Background: an optimization exercise with open tools, aiming at small area. Do not read the settings as production practice.
In this exercise RTL edits were held to simulation tests only and were not proved equivalent to the original.
Power figures rest on the tool's default switching activity, not on a simulated workload.

--- flow/design.v ---
`timescale 1ns / 1ps
module spireg_top(
    input clk,
    input nrst,
    input mosi,
    output miso,
    input sclk,
    input nss
);
reg mosi1, mosi2;
reg sclk1, sclk2;
reg nss1, nss2;
always @(posedge clk)
if(!nrst) begin
    mosi1 <= 0;
    mosi2 <= 0;
    sclk1 <= 0;
    sclk2 <= 0;
    nss1 <= 0;
    nss2 <= 0;
end else begin
    mosi1 <= mosi;
    mosi2 <= mosi1;
    sclk1 <= sclk;
    sclk2 <= sclk1;
    nss1 <= nss;
    nss2 <= nss1;
end
spireg_example core(
    .clk(clk),
    .nrst(nrst),
    .mosi(mosi2),
    .miso(miso),
    .sclk(sclk2),
    .nss(nss2)
);
endmodule

`timescale 1ns / 1ps
module spireg #(
    parameter ADDR_W = 6,    
    parameter REG_W = 16     
) (
    input clk,
    input nrst,
    input mosi,      
    output miso,
    input sclk,      
    input nss,       
    output [ADDR_W-1:0] reg_addr,
    input [REG_W-1:0] reg_data_i,
    output [REG_W-1:0] reg_data_o,
    output reg reg_data_o_vld,
    input [7:0] status,
    output [5:0] fastcmd,
    output reg fastcmd_vld
);
wire mosi2, sclk2, nss2;
reg sclk3;
reg [REG_W-2:0] mosi_sr;
wire [REG_W-1:0] isr; 
reg [REG_W-1:0] osr;
reg [7:0] cmd;   
reg cmd_vld;
wire [5:0] new_reg_addr;
wire [REG_W-1:0] reg_data_i_be;
reg [REG_W-1:0] reg_data_o_be; 
reg [$clog2(REG_W)-1:0] cnt; 
reg [1:0] state;
wire sclk_samp, sclk_upd, sel, desel, nss_val;
assign isr = {mosi_sr, mosi2};
assign miso = osr[REG_W-1];
assign reg_addr = cmd[ADDR_W-1:0];
assign new_reg_addr = reg_addr + 1;
assign fastcmd = cmd[5:0];
generate 
genvar i;
for(i = 0; i < REG_W / 8; i = i + 1) begin
    localparam integer j = REG_W / 8 - 1 - i;
    assign reg_data_i_be[(i*8)+:8] = reg_data_i[(j*8)+:8];
    assign reg_data_o[(i*8)+:8] = reg_data_o_be[(j*8)+:8];
end
endgenerate
localparam cmd_reg_rd = 2'b00;
localparam cmd_reg_wr = 2'b10;
localparam cmd_fastcmd = 2'b11;
always @(posedge clk)
if(!nrst) begin
    mosi_sr <= 0;
    osr <= 0;
    cmd <= 0;
    cmd_vld <= 0; 
    reg_data_o_be <= 0;
    reg_data_o_vld <= 0;
    fastcmd_vld <= 0;
    cnt <= 0;
    state <= 2'd0;
end else begin
    if(reg_data_o_vld) begin
        reg_data_o_vld <= 0;
        cmd <= {cmd[7:6], new_reg_addr};
    end
    if(fastcmd_vld) fastcmd_vld <= 0;
    case(state)
    2'd0: if(nss_val) begin      
            state <= 2'd1;
        end          
    2'd1: if(!nss_val) begin     
            cmd_vld <= 0;
            cnt <= 0;    
            osr <= {status, {(REG_W-8){1'b0}}};
            state <= 2'd2;
        end
    2'd2: if(nss_val) begin   
            state <= 2'd1;
        end else if(sclk_samp) begin
            if(!cmd_vld && (cnt == 4'd7)) begin
                cmd <= isr;
                if(isr[7:6] == cmd_fastcmd) begin
                    if(!fastcmd_vld) fastcmd_vld <= 1;
                    state <= 2'd0;
                end else begin
                    state <= 2'd3;
                end
            end else if(cmd_vld && (cnt == (REG_W-1))) begin
                if(cmd[7:6] == cmd_reg_wr) begin
                    reg_data_o_be <= isr;
                    if(!reg_data_o_vld) reg_data_o_vld <= 1;
                end
                state <= 2'd3;
            end else begin
                mosi_sr <= isr[REG_W-2:0];
                state <= 2'd3;
            end
        end
    2'd3: if(nss_val) begin   
            state <= 2'd1;
        end else if(sclk_upd) begin
            if((!cmd_vld && (cnt == 4'd7)) ||
               (cmd_vld && (cnt == (REG_W-1)))) begin
                if(!cmd_vld) cmd_vld <= 1;
                if(cmd[7:6] == cmd_reg_rd) begin
                    osr <= reg_data_i_be;
                    cmd <= {cmd[7:6], new_reg_addr};
                end else begin
                    osr <= {REG_W{1'b0}};
                end
                cnt <= 0;
                state <= 2'd2;
            end else begin
                osr <= {osr[REG_W-2:0], 1'b0};
                cnt <= cnt + 1;
                state <= 2'd2; 
            end
        end
    endcase 
end
assign sclk_samp = sclk2 && (!sclk3);    
assign sclk_upd = (!sclk2) && sclk3;     
assign nss_val = nss2;
assign mosi2 = mosi;
assign sclk2 = sclk;
assign nss2 = nss;
always @(posedge clk)
if(!nrst) begin
    sclk3 <= 0;
end else begin
    sclk3 <= sclk2;
end
endmodule
`timescale 1ns / 1ps
module spireg_example(
    input clk,
    input nrst,
    input mosi,
    output miso,
    input sclk,
    input nss
);
localparam integer ADDR_WIDTH = 3;   
localparam integer REG_WIDTH = 16;   
wire [ADDR_WIDTH-1:0] reg_addr;
wire [REG_WIDTH-1:0] reg_data_i, reg_data_o;
wire reg_data_o_vld;
wire [7:0] status;
wire [5:0] fastcmd;
wire fastcmd_vld;
reg [REG_WIDTH-1:0] mem [0:(2**ADDR_WIDTH-1)];
spireg #(
    .ADDR_W(ADDR_WIDTH),
    .REG_W(REG_WIDTH)
) spireg_inst(
    .clk(clk),
    .nrst(nrst),
    .mosi(mosi),
    .miso(miso),
    .sclk(sclk),
    .nss(nss),
    .reg_addr(reg_addr),
    .reg_data_i(reg_data_i),
    .reg_data_o(reg_data_o),
    .reg_data_o_vld(reg_data_o_vld),
    .status(status),
    .fastcmd(fastcmd),
    .fastcmd_vld(fastcmd_vld)
);
assign reg_data_i = mem[reg_addr];
assign status = mem[0][7:0];
integer i;
always @(posedge clk or negedge nrst)
if(!nrst) begin
    for(i = 0; i < 2**ADDR_WIDTH; i = i+1)
        mem[i] <= 0;
end else begin
    if(fastcmd_vld) begin
        case(fastcmd)
            6'd0:  mem[0] <= mem[0] &~ {{(REG_WIDTH - 16){1'b0}}, 16'b00000000_00000001};
            6'd1:  mem[0] <= mem[0] |  {{(REG_WIDTH - 16){1'b0}}, 16'b00000000_00000001};
            6'd2:  mem[0] <= mem[0] &~ {{(REG_WIDTH - 16){1'b0}}, 16'b00000000_00000010};
            6'd3:  mem[0] <= mem[0] |  {{(REG_WIDTH - 16){1'b0}}, 16'b00000000_00000010};
            6'd4:  mem[0] <= mem[0] &~ {{(REG_WIDTH - 16){1'b0}}, 16'b00000000_00000100};
            6'd5:  mem[0] <= mem[0] |  {{(REG_WIDTH - 16){1'b0}}, 16'b00000000_00000100};
            6'd6:  mem[0] <= mem[0] &~ {{(REG_WIDTH - 16){1'b0}}, 16'b00000000_00001000};
            6'd7:  mem[0] <= mem[0] |  {{(REG_WIDTH - 16){1'b0}}, 16'b00000000_00001000};
            6'd8:  mem[0] <= mem[0] &~ {{(REG_WIDTH - 16){1'b0}}, 16'b00000000_00010000};
            6'd9:  mem[0] <= mem[0] |  {{(REG_WIDTH - 16){1'b0}}, 16'b00000000_00010000};
            6'd10: mem[0] <= mem[0] &~ {{(REG_WIDTH - 16){1'b0}}, 16'b00000000_00100000};
            6'd11: mem[0] <= mem[0] |  {{(REG_WIDTH - 16){1'b0}}, 16'b00000000_00100000};
            6'd12: mem[0] <= mem[0] &~ {{(REG_WIDTH - 16){1'b0}}, 16'b00000000_01000000};
            6'd13: mem[0] <= mem[0] |  {{(REG_WIDTH - 16){1'b0}}, 16'b00000000_01000000};
            6'd14: mem[0] <= mem[0] &~ {{(REG_WIDTH - 16){1'b0}}, 16'b00000000_10000000};
            6'd15: mem[0] <= mem[0] |  {{(REG_WIDTH - 16){1'b0}}, 16'b00000000_10000000};
            6'd16: mem[0] <= mem[0] &~ {{(REG_WIDTH - 16){1'b0}}, 16'b00000001_00000000};
            6'd17: mem[0] <= mem[0] |  {{(REG_WIDTH - 16){1'b0}}, 16'b00000001_00000000};
            6'd18: mem[0] <= mem[0] &~ {{(REG_WIDTH - 16){1'b0}}, 16'b00000010_00000000};
            6'd19: mem[0] <= mem[0] |  {{(REG_WIDTH - 16){1'b0}}, 16'b00000010_00000000};
            6'd20: mem[0] <= mem[0] &~ {{(REG_WIDTH - 16){1'b0}}, 16'b00000100_00000000};
            6'd21: mem[0] <= mem[0] |  {{(REG_WIDTH - 16){1'b0}}, 16'b00000100_00000000};
            6'd22: mem[0] <= mem[0] &~ {{(REG_WIDTH - 16){1'b0}}, 16'b00001000_00000000};
            6'd23: mem[0] <= mem[0] |  {{(REG_WIDTH - 16){1'b0}}, 16'b00001000_00000000};
            6'd24: mem[0] <= mem[0] &~ {{(REG_WIDTH - 16){1'b0}}, 16'b00010000_00000000};
            6'd25: mem[0] <= mem[0] |  {{(REG_WIDTH - 16){1'b0}}, 16'b00010000_00000000};
            6'd26: mem[0] <= mem[0] &~ {{(REG_WIDTH - 16){1'b0}}, 16'b00100000_00000000};
            6'd27: mem[0] <= mem[0] |  {{(REG_WIDTH - 16){1'b0}}, 16'b00100000_00000000};
            6'd28: mem[0] <= mem[0] &~ {{(REG_WIDTH - 16){1'b0}}, 16'b01000000_00000000};
            6'd29: mem[0] <= mem[0] |  {{(REG_WIDTH - 16){1'b0}}, 16'b01000000_00000000};
            6'd30: mem[0] <= mem[0] &~ {{(REG_WIDTH - 16){1'b0}}, 16'b10000000_00000000};
            6'd31: mem[0] <= mem[0] |  {{(REG_WIDTH - 16){1'b0}}, 16'b10000000_00000000};
        endcase
    end else if(reg_data_o_vld) begin
        mem[reg_addr] <= reg_data_o;
    end
end
endmodule
--- flow/run.sh ---
#!/bin/bash
# synth_recipe.tcl (not shown) runs the flow's synth.tcl, then flattens the netlist and writes it again
# the make line also repeats each setting of config.mk as NAME=value (left out here)
make -C /OpenROAD-flow-scripts/flow DESIGN_CONFIG=/design/flow/config.mk WORK_HOME=/design/flow/orfs CLKGATE_MAP_FILE= SYNTH_SCRIPT=/design/flow/synth_recipe.tcl finish
--- flow/constraint.sdc ---
create_clock -name core_clock -period 5.0 [get_ports {clk}]
set_input_delay 1.0000 -clock core_clock [delete_from_list [all_inputs] [get_ports {clk}]]
set_output_delay 1.0000 -clock core_clock [all_outputs]
set_load 0.01 [all_outputs]
--- flow/config.mk ---
export PLATFORM = sky130hd
export DESIGN_NAME = spireg_top
export DESIGN_NICKNAME = spireg_top
export VERILOG_FILES = /design/flow/design.v
export SDC_FILE = /design/flow/constraint.sdc
export NUM_CORES = 4
export LEC_CHECK = 0
export CAP_MARGIN = 20
export CORE_MARGIN = 2
export CORE_UTILIZATION = 40
export SLEW_MARGIN = 20
==> run_results.csv, run 1 <==
group,metric,value,unit
outcome,status,"no timing/DRC/antenna violations",
setup_path,critical_path_class,"flip-flop to flip-flop",
pwr,switching_share,0.235,
drt,avgRoutedWirePerCell,21.4,um
global_routing,antenna_found_initial,0,
pwr,vdd_drop_max,0.175,mV
drt,vias_per_cell,5.83,
pwr,powerDensity,295,nW/um2
drt,wirelength,25.0,mm
global_routing,grt_pass1_wl,39.9,mm
drt,drc,0,
pwr,p_seq_frac,0.534,
floorplanning,die_height,157,um
setup_path,cp_max_fo,17,
sta,setup_tns,0,ns
placed_design,globalplace.congestion,0.951,
floorplanning,floorplan.io_pins,6,
drt,num_vias,6837,
yosys,synth_nets,886,
setup_path,arrival,3.51,ns
placed_design,portBuffers,5,
final_layout,drive_gt1_frac,0.231,
setup_path,r2r_slack,1.81,ns
cts,numCtsBuffers,17,
floorplanning,dieArea,24800,um2
floorplanning,start_util,0.405,
cts,cts_tree,"yes",
global_routing,grt_pass1_vias,6759,
yosys,yosysWarnings,4,
cts,ctsHtreeMaxLevel,4,
sta,drv_slew,0,
drt,postRouteAntennaNets,0,
cts,clk_pin_slew_worst_paths,0.07,ns
cts,postCtsSetupRepairBufs,0,
sta,max_slew_margin,0.282,
final_layout,antenna_cells,0,
global_routing,grt_max_degree,53,
pwr,pwr-share-clk,0.448,
cts,cts.sinks,199,
pwr,p_sw,0.000710,W
sta,hold_viol,0,
cts,cts_buffer_depth,2,
floorplanning,num_rows,56,
final_layout,area_growth_syn_to_layout,8.80,%
yosys,synth_edf_count,0,
global_routing,grt_overflow,0,
yosys,synth-seq-cells,199,
sta,fin_crit,3.19,ns
sta,fmax,0.314,GHz
yosys,ys.flop_type,"dfrtp_1",
pwr,p_int,0.00232,W
final_layout,finalNonFillerCells,1173,
sta,skew,0.00790,ns
yosys,netlist_instances,874,
setup_path,crit_path_start_kind,"flip-flop",
setup_path,cp.required,5.32,ns
sta,setup-violations-final,0,
run,cap_viol_max_count,0,
final_layout,nNetsFinal,853,
drt,first_pass_iters,6,
sta,grt_setup_unrepaired,"false",
placed_design,place_area,9670,um2
pwr,p_comb_frac,0.018,
placed_design,dpl.hpwl,16.6,mm
yosys,netlist_area,9420,um2
placed_design,dp_cells,1140,
cts,cts_root_buf,"clkbuf_16",
cts,worstSkewPairLatency,0.44,ns
global_routing,grt_use_total,0.213,
yosys,synth.distinct_cells,74,
yosys,ys_async_sr_fraction,0.643,
setup_path,cp-end-kind,"flip-flop",
floorplanning,core_area,23300,um2
yosys,avgSynthCellArea,10.8,um2
final_layout,fin_area,10300,um2
pwr,leakagePower,4.26,nW
floorplanning,die_w,157,um
sta,min_period_over_period,0.638,
cts,cts_resized,0,
sta,worstMarginPinSlew,1.08,ns
cts,postCtsHoldBufs,0,
drt,initialDrtViolationCount,688,
yosys,ys_seq_area_frac,0.491,
min_path,holdCritPathClass,"flip-flop to flip-flop",
-- power by group through the flow --
| stage | logic (W) | registers (W) | clock network (W) |
|---|---|---|---|
| after floorplan | 0.0000249 | 0.00165 | 0 |
| after global placement | 0.0000567 | 0.00165 | 0 |
| after detailed placement | 0.0000569 | 0.00165 | 0 |
| after CTS | 0.0000569 | 0.00161 | 0.00137 |
| after global routing | 0.0000640 | 0.00162 | 0.00144 |
| final | 0.0000548 | 0.00161 | 0.00136 |
-- critical path: stages, from the launching register on --
cell     delay [ns]
dfxtp_1        0.49
ha_1           0.59
ha_1           0.77
nand2_1        0.72
mux2_2         0.49
-- through the flow --
step | total power, W | util | hold WS, ns | worst slack [ns]
5_1_grt | 0.00312 | 0.441 | 0.443 | 1.61
3_3_place_gp | 0.00170 | 0.416 | 0.415 | 1.87
2_1_floorplan | 0.00167 | - | 0.412 | 2.84
6_report | 0.00303 | 0.441 | 0.432 | 1.81
3_5_place_dp | 0.00170 | 0.416 | 0.419 | 1.84
4_1_cts | 0.00304 | 0.440 | 0.433 | 1.81
-- cell usage in the layout (no fill, tap or decap), types with 4 or more instances in the layout --
master           synthesis  routed
a211oi_1                 9       9
a21oi_1                 38      38
a221oi_1                 5       5
a222oi_1                15      15
a22oi_1                 10      10
a31oi_1                 16      16
a32o_1                   8       8
a41oi_1                  5       5
and2_1                  14      14
buf_4                    3      14
clkbuf_16                0      18
clkdlybuf4s50_1          0       4
clkinv_4                 0       4
dfrtp_1                128     128
dfxtp_1                 71      70
ha_1                     7       7
inv_1                   10       9
inv_6                    0       4
mux2_2                 130     130
mux2i_1                 34      34
nand2_1                 66      66
nand2b_1                 8       8
nand3_1                 16      16
nand4_1                 18      18
nor2_1                  64      64
nor2b_1                  5       5
nor3_1                   8       8
nor3b_1                  4       4
nor4_1                   6       4
o211a_1                  6       6
o21a_1                   7       7
o21ai_0                 19      19
o2bb2ai_1                6       6
or2_2                    5       5
or3_1                    4       4
-- layer usage --
layer,track usage,wire length (um),vias up
met5,0,0,-
met4,0.0913,916,0
met3,0.0435,1330,54
met2,0.325,11100,201
met1,0.295,11700,3427
li1,-,-,3155
-- cell families after synthesis --
kind of cell / Yosys count / synth area share
adders and majority gates: 7 / 0.00930
buffers and inverters: 83 / 0.0398
DFF: 199 / 0.491
AOI/OAI and AO/OA: 177 / 0.136
xor gates and xnor gates: 2 / 0.00186
muxes: 165 / 0.193
and+or+nand+nor: 241 / 0.129
-- cells in the mapped netlist (5+ instances only) --
master | count | area share
a31oi_1 | 16 | 0.011
mux2i_1 | 34 | 0.036
mux2_2 | 130 | 0.16
or2_2 | 5 | 0.0033
a221oi_1 | 5 | 0.0046
nand2b_1 | 8 | 0.0053
o211a_1 | 6 | 0.0064
clkbuf_1 | 40 | 0.016
a222oi_1 | 15 | 0.016
a211oi_1 | 9 | 0.0072
ha_1 | 7 | 0.0093
a32o_1 | 8 | 0.0085
buf_2 | 23 | 0.012
o21ai_0 | 19 | 0.010
nor2b_1 | 5 | 0.0033
nand2_1 | 66 | 0.026
nand3_1 | 16 | 0.0085
a41oi_1 | 5 | 0.0046
o21a_1 | 7 | 0.0056
and2_1 | 14 | 0.0093
nor2_1 | 64 | 0.025
nand4_1 | 18 | 0.012
o2bb2ai_1 | 6 | 0.0056
inv_1 | 10 | 0.0040
a22oi_1 | 10 | 0.0080
a21oi_1 | 38 | 0.020
nor3_1 | 8 | 0.0042
nor4_1 | 6 | 0.0040
dfrtp_1 | 128 | 0.34
dfxtp_1 | 71 | 0.15
-- registers in the layout, summed over array words and instances (netlist names) --
register,flops
core.spireg_inst.state,2
core.spireg_inst.cmd,8
core.spireg_inst.mosi_sr,15
core.spireg_inst.reg_data_o_vld,1
core.mem,128
sclk1,1
sclk2,1
core.spireg_inst.cmd_vld,1
nss1,1
mosi2,1
core.spireg_inst.cnt,4
core.spireg_inst.osr,16
core.spireg_inst.fastcmd_vld,1
mosi1,1
core.spireg_inst.reg_data_o_be,16
core.spireg_inst.sclk3,1
nss2,1
-- cell type report --
type | count | area [um2]
multi-input combinational | 592 | 4440
clock buffer | 19 | 464
clock inverter | 13 | 106
fill | 2216 | 13000
inverter | 11 | 41.3
timing repair buffer | 20 | 171
tap | 319 | 399
sequential | 199 | 4630
-- path summary, 6_finish.rpt --
path,cells past startpoint,start,to
worst max-delay path,4,core.spireg_inst.cmd[1],core.mem[3][14]
worst min-delay path,1,sclk1,sclk2
worst max register to register,4,core.spireg_inst.cmd[1],core.mem[3][14]
worst min register to register,1,sclk1,sclk2
max in group asynchronous,2,nrst,core.mem[0][8]
min in group asynchronous,1,nrst,core.mem[1][3]
==> run 2, diff against run 1 <==
==> flow/design.v (replaced) <==
`timescale 1ns / 1ps
module spireg_top(
    input clk,
    input nrst,
    input mosi,
    output miso,
    input sclk,
    input nss
);
reg mosi1, mosi2;
reg sclk1, sclk2;
reg nss1, nss2;
always @(posedge clk)
if(!nrst) begin
    mosi1 <= 0;
    mosi2 <= 0;
    sclk1 <= 0;
    sclk2 <= 0;
    nss1 <= 0;
    nss2 <= 0;
end else begin
    mosi1 <= mosi;
    mosi2 <= mosi1;
    sclk1 <= sclk;
    sclk2 <= sclk1;
    nss1 <= nss;
    nss2 <= nss1;
end
spireg_example core(
    .clk(clk),
    .nrst(nrst),
    .mosi(mosi2),
    .miso(miso),
    .sclk(sclk2),
    .nss(nss2)
);
endmodule

`timescale 1ns / 1ps
module spireg (
    input clk,
    input mosi,              
    input sclk,              
    input nss,               
    output busy_cmd,         
    output rd_data,          
    output [2:0] reg_addr,   
    output [3:0] bit_idx,    
    output [15:0] wdata,     
    output wr_stb,           
    output fc_stb,           
    output [4:0] fc          
);
localparam ST_CMD = 2'd0, ST_RD = 2'd1, ST_WR = 2'd2, ST_IDLE = 2'd3;
reg sclk_d;
reg [1:0] st;
reg [3:0] cnt;
reg [2:0] addr;
reg [14:0] isr;
wire rise = sclk & ~sclk_d;
wire last = (cnt == 4'd15);
wire [7:0] cmd = {isr[6:0], mosi};
always @(posedge clk) begin
    sclk_d <= sclk;
    if (rise)
        isr <= {isr[13:0], mosi};
    if (nss) begin
        st <= ST_CMD;
        cnt <= 4'd8;
    end else if (rise) begin
        cnt <= cnt + 4'd1;
        if (last) begin
            if (st == ST_CMD) begin
                addr <= cmd[2:0];
                case (cmd[7:6])
                    2'b00: st <= ST_RD;
                    2'b10: st <= ST_WR;
                    default: st <= ST_IDLE;
                endcase
            end else begin
                addr <= addr + 3'd1;
            end
        end
    end
end
assign busy_cmd = (st == ST_CMD);
assign rd_data = (st == ST_RD);
assign reg_addr = addr;
assign bit_idx = {cnt[3] & ~busy_cmd, ~cnt[2:0]};
assign wdata = {isr[6:0], mosi, isr[14:7]};
assign wr_stb = rise & ~nss & last & (st == ST_WR);
assign fc_stb = rise & ~nss & last & busy_cmd & (cmd[7:5] == 3'b110);
assign fc = cmd[4:0];
endmodule
`timescale 1ns / 1ps
module spireg_example(
    input clk,
    input nrst,
    input mosi,
    output miso,
    input sclk,
    input nss
);
wire busy_cmd, rd_data, wr_stb, fc_stb;
wire [2:0] reg_addr;
wire [3:0] bit_idx;
wire [15:0] wdata;
wire [4:0] fc;
reg [15:0] mem [0:7];
spireg spireg_inst(
    .clk(clk),
    .mosi(mosi),
    .sclk(sclk),
    .nss(nss),
    .busy_cmd(busy_cmd),
    .rd_data(rd_data),
    .reg_addr(reg_addr),
    .bit_idx(bit_idx),
    .wdata(wdata),
    .wr_stb(wr_stb),
    .fc_stb(fc_stb),
    .fc(fc)
);
wire [2:0] rd_addr = busy_cmd ? 3'd0 : reg_addr;
wire [15:0] rd_word = mem[rd_addr];
assign miso = (busy_cmd | rd_data) & rd_word[bit_idx];
integer i;
always @(posedge clk) begin
    if (!nrst) begin
        for (i = 0; i < 8; i = i + 1)
            mem[i] <= 16'h0000;
    end else begin
        if (wr_stb)
            mem[reg_addr] <= wdata;
        if (fc_stb)
            mem[0][fc[4:1]] <= fc[0];
    end
end
endmodule
==> run 2 against run 1 <==
Effect of this change: register-to-register slack lost 0.31 ns; die area shrank 18%; area after synthesis shrank 19%; via count shrank 26%; critical path depth grew 5.
==> run_results.csv, run 2 <==
group,metric,value,unit
placed_design,place_ws,0.969,ns
final_layout,final_cell_mix,"edfxtp_1, and2_1, o21ai_0",
sta,setup_tns,0,ns
sta,setup-violations-final,0,
drt,num_vias,5069,
yosys,ys.flop_type,"edfxtp_1",
yosys,yosysMostFrequentCell,"edfxtp_1",
setup_path,rr_worst_depth,8,
setup_path,cpPeakStageDelay,0.69,ns
yosys,ys_seq_area_frac,0.607,
sta,grt_setup_unrepaired,"false",
yosys,synth-seq-cells,159,
yosys,netlist.area_leader.share,0.573,
drt,postRouteAntennaNets,0,
cts,cts_buffer_depth,2,
sta,worstMarginPinSlew,0.981,ns
setup_path,r2r_slack,1.50,ns
drt,wirelength,19.1,mm
cts,cts_root_buf,"clkbuf_16",
floorplanning,num_rows,50,
setup_path,crit_path_start_kind,"flip-flop",
drt,vias_per_cell,5.88,
min_path,hold_path_depth,0,
sta,setup_ws,0.447,ns
setup_path,path_cells,"buf_12, inv_2, or3_1, o21ai_0, a21oi_1, o31ai_1, o21bai_1, o31a_1, clkdlybuf4s50_1",
yosys,yosys.area.top_type,"edfxtp_1",
yosys,synth.distinct_cells,72,
setup_path,r2r-end,"core.mem[1][0]",
cts,numCtsBuffers,17,
final_layout,nNetsFinal,622,
sta,fin_crit,4.55,ns
drt,initialDrtViolationCount,635,
final_layout,drive_gt1_frac,0.132,
pwr,powerDensity,360,nW/um2
cts,postCtsHoldBufs,0,
sta,drv_slew,0,
floorplanning,dieArea,20200,um2
yosys,yosys-top-cells-area,"edfxtp_1, and2_1, dfxtp_1",
final_layout,antenna_cells,0,
floorplanning,floorplan.io_pins,6,
setup_path,cp_max_fo,50,
yosys,netlist_instances,623,
yosys,synth_common_cells,"edfxtp_1, and2_1, o21ai_0",
sta,max_slew_margin,0.344,
cts,cts_tree,"yes",
yosys,avgSynthCellArea,12.3,um2
yosys,yosysWarnings,3,
yosys,synth_edf_count,146,
cts,cts_resized,0,
drt,avgRoutedWirePerCell,22.2,um
sta,fmax,0.220,GHz
run,cap_viol_max_count,0,
setup_path,cp.required,4.00,ns
cts,cts.sinks,159,
setup_path,critical_path_class,"flip-flop to output pin",
final_layout,layout_commonest_cell,"edfxtp_1",
setup_path,cp-end-kind,"output pin",
setup_path,r2r_start,"core.spireg_inst.cnt[0]",
yosys,synth_nets,630,
global_routing,grt_pass1_vias,5059,
floorplanning,die_w,142,um
min_path,holdCritPathClass,"flip-flop to flip-flop",
cts,worstSkewPairLatency,0.43,ns
global_routing,grt_use_total,0.200,
min_path,min_from,"sclk2",
placed_design,dpl.hpwl,12.4,mm
placed_design,portBuffers,5,
min_path,hold_end,"core.spireg_inst.sclk_d",
floorplanning,core_area,18700,um2
placed_design,globalplace.congestion,0.956,
cts,clk_pin_slew_worst_paths,0.06,ns
sta,skew,0.00604,ns
final_layout,regMostFlops,"core.mem",
global_routing,grt_pass1_wl,29.7,mm
outcome,status,"no timing/DRC/antenna violations",
pwr,leakagePower,2.92,nW
floorplanning,die_height,142,um
final_layout,fillerInstances,1680,
yosys,ys_async_sr_fraction,0,
setup_path,arrival,3.55,ns
setup_path,cp_slowest_cell,"edfxtp_1",
sta,hold_viol,0,
drt,first_pass_iters,5,
yosys,netlist_area,7650,um2
cts,postCtsSetupRepairBufs,0,
final_layout,area_growth_syn_to_layout,10.4,%
pwr,vdd_drop_max,0.157,mV
sta,min_period_over_period,0.911,
global_routing,grt_overflow,0,
global_routing,grt_max_degree,51,
drt,drc,0,
final_layout,largest_register_ffs,128,
global_routing,antenna_found_initial,0,
floorplanning,start_util,0.409,
cts,ctsHtreeMaxLevel,4,
final_layout,reg.largest.list,"core.mem x128, core.spireg_inst.isr x15, core.spireg_inst.cnt x4",
==> run 2: changes by cell type after synthesis, sizes merged, moves of 20 or more <==
cell	previous run	this run
mux2	131	8
dfrtp	128	0
edfxtp	0	146
dfxtp	71	13
nor2	65	32
clkbuf	41	21
nand2	66	32
o21ai	21	47
and2	14	112
==> run 2: where the power goes <==
part	internal, W	total, W	switching (W)
logic	0.0000703	0.000168	0.0000977
registers	0.00150	0.00156	0.0000594
clock network	0.000783	0.00131	0.000530
==> run 2: worst max-delay path by stage <==
| stage | startpoint | to | slack, ns |
|---|---|---|---|
| after global routing | core.spireg_inst.addr[0] | miso | 0.21 |
| after detailed placement | core.spireg_inst.addr[0] | miso | 0.97 |
| after floorplan | nrst | core.mem[5][0] | 1.92 |
| after CTS | core.spireg_inst.addr[0] | miso | 0.50 |
| final | core.spireg_inst.addr[0] | miso | 0.45 |
| after global placement | core.spireg_inst.addr[0] | miso | 1.03 |
==> run 2: cell families after synthesis <==
kind of cell | share of synthesized area
and+or+nand+nor | 0.175
DFF | 0.607
AOI/OAI and AO/OA | 0.128
buffers and inverters | 0.0407
muxes | 0.0406
xor gates and xnor gates | 0.00458
adders and majority gates | 0.00327
==> run 2: per-layer routing <==
metal / global-route usage / vias up / routed length (um)
li1: - / 2306 / -
met1: 0.265 / 2492 / 8150
met2: 0.313 / 220 / 8970
met3: 0.0421 / 51 / 1280
met4: 0.101 / 0 / 720
met5: 0 / - / 0
==> run 2: area by class of cell <==
class,count,area (um2),share of cell area
inverter,8,30.0,0.00356
multi-input combinational,409,2700,0.320
timing repair buffer,20,175,0.0208
clock inverter,14,168,0.0199
clock buffer,18,429,0.0509
tap,234,293,0.0347
sequential,159,4640,0.550
==> run 2: worst max-delay path: cells and delay by family (launching register included) <==
kind / cells / cell delay, ns
AO/OA/AOI/OAI: 5 / 1.07
buffers and inverters: 3 / 0.97
flip-flops: 1 / 0.69
AND/OR/NAND/NOR: 1 / 0.38
==> run 2: through the flow <==
step | util | cells | instance area, um2 | hold slack (ns) | power (W)
CTS | 0.451 | 862 | 8440 | 0.378 | 0.00305
floorplan | - | 623 | 7650 | 0.344 | 0.00167
detailed placement | 0.419 | 830 | 7840 | 0.369 | 0.00175
finish | 0.451 | 862 | 8440 | 0.380 | 0.00304
global route | 0.451 | 862 | 8440 | 0.397 | 0.00312
global placement | 0.419 | 830 | 7840 | 0.358 | 0.00175

==> what the ideal ports hide <==
Ports are ideal in the flow. The routed layouts listed here were re-timed in OpenROAD. Step 1 sets driving cells, clkbuf_16 on the clock port and buf_2 on the other inputs (assumed; they add their load-dependent delay and slew). Step 2, shift: input delay + t, output delay - t, t = (earliest + latest rising clock arrival at the registers) / 2. This alone moves slack from input paths to output paths. a / b / c = no drivers / after step 1 / after step 2; a / b = the first two.
| run | t (ns) | slack for setup (ns) | cell pins on the clock port's net |
|---|---|---|---|
| run 1 | 0.487 | 1.812 / 1.812 / 1.812 | 1 |
| run 2 | 0.475 | 0.447 / 0.401 / 0.876 | 1 |
After both steps setup and hold are still met in every run listed.
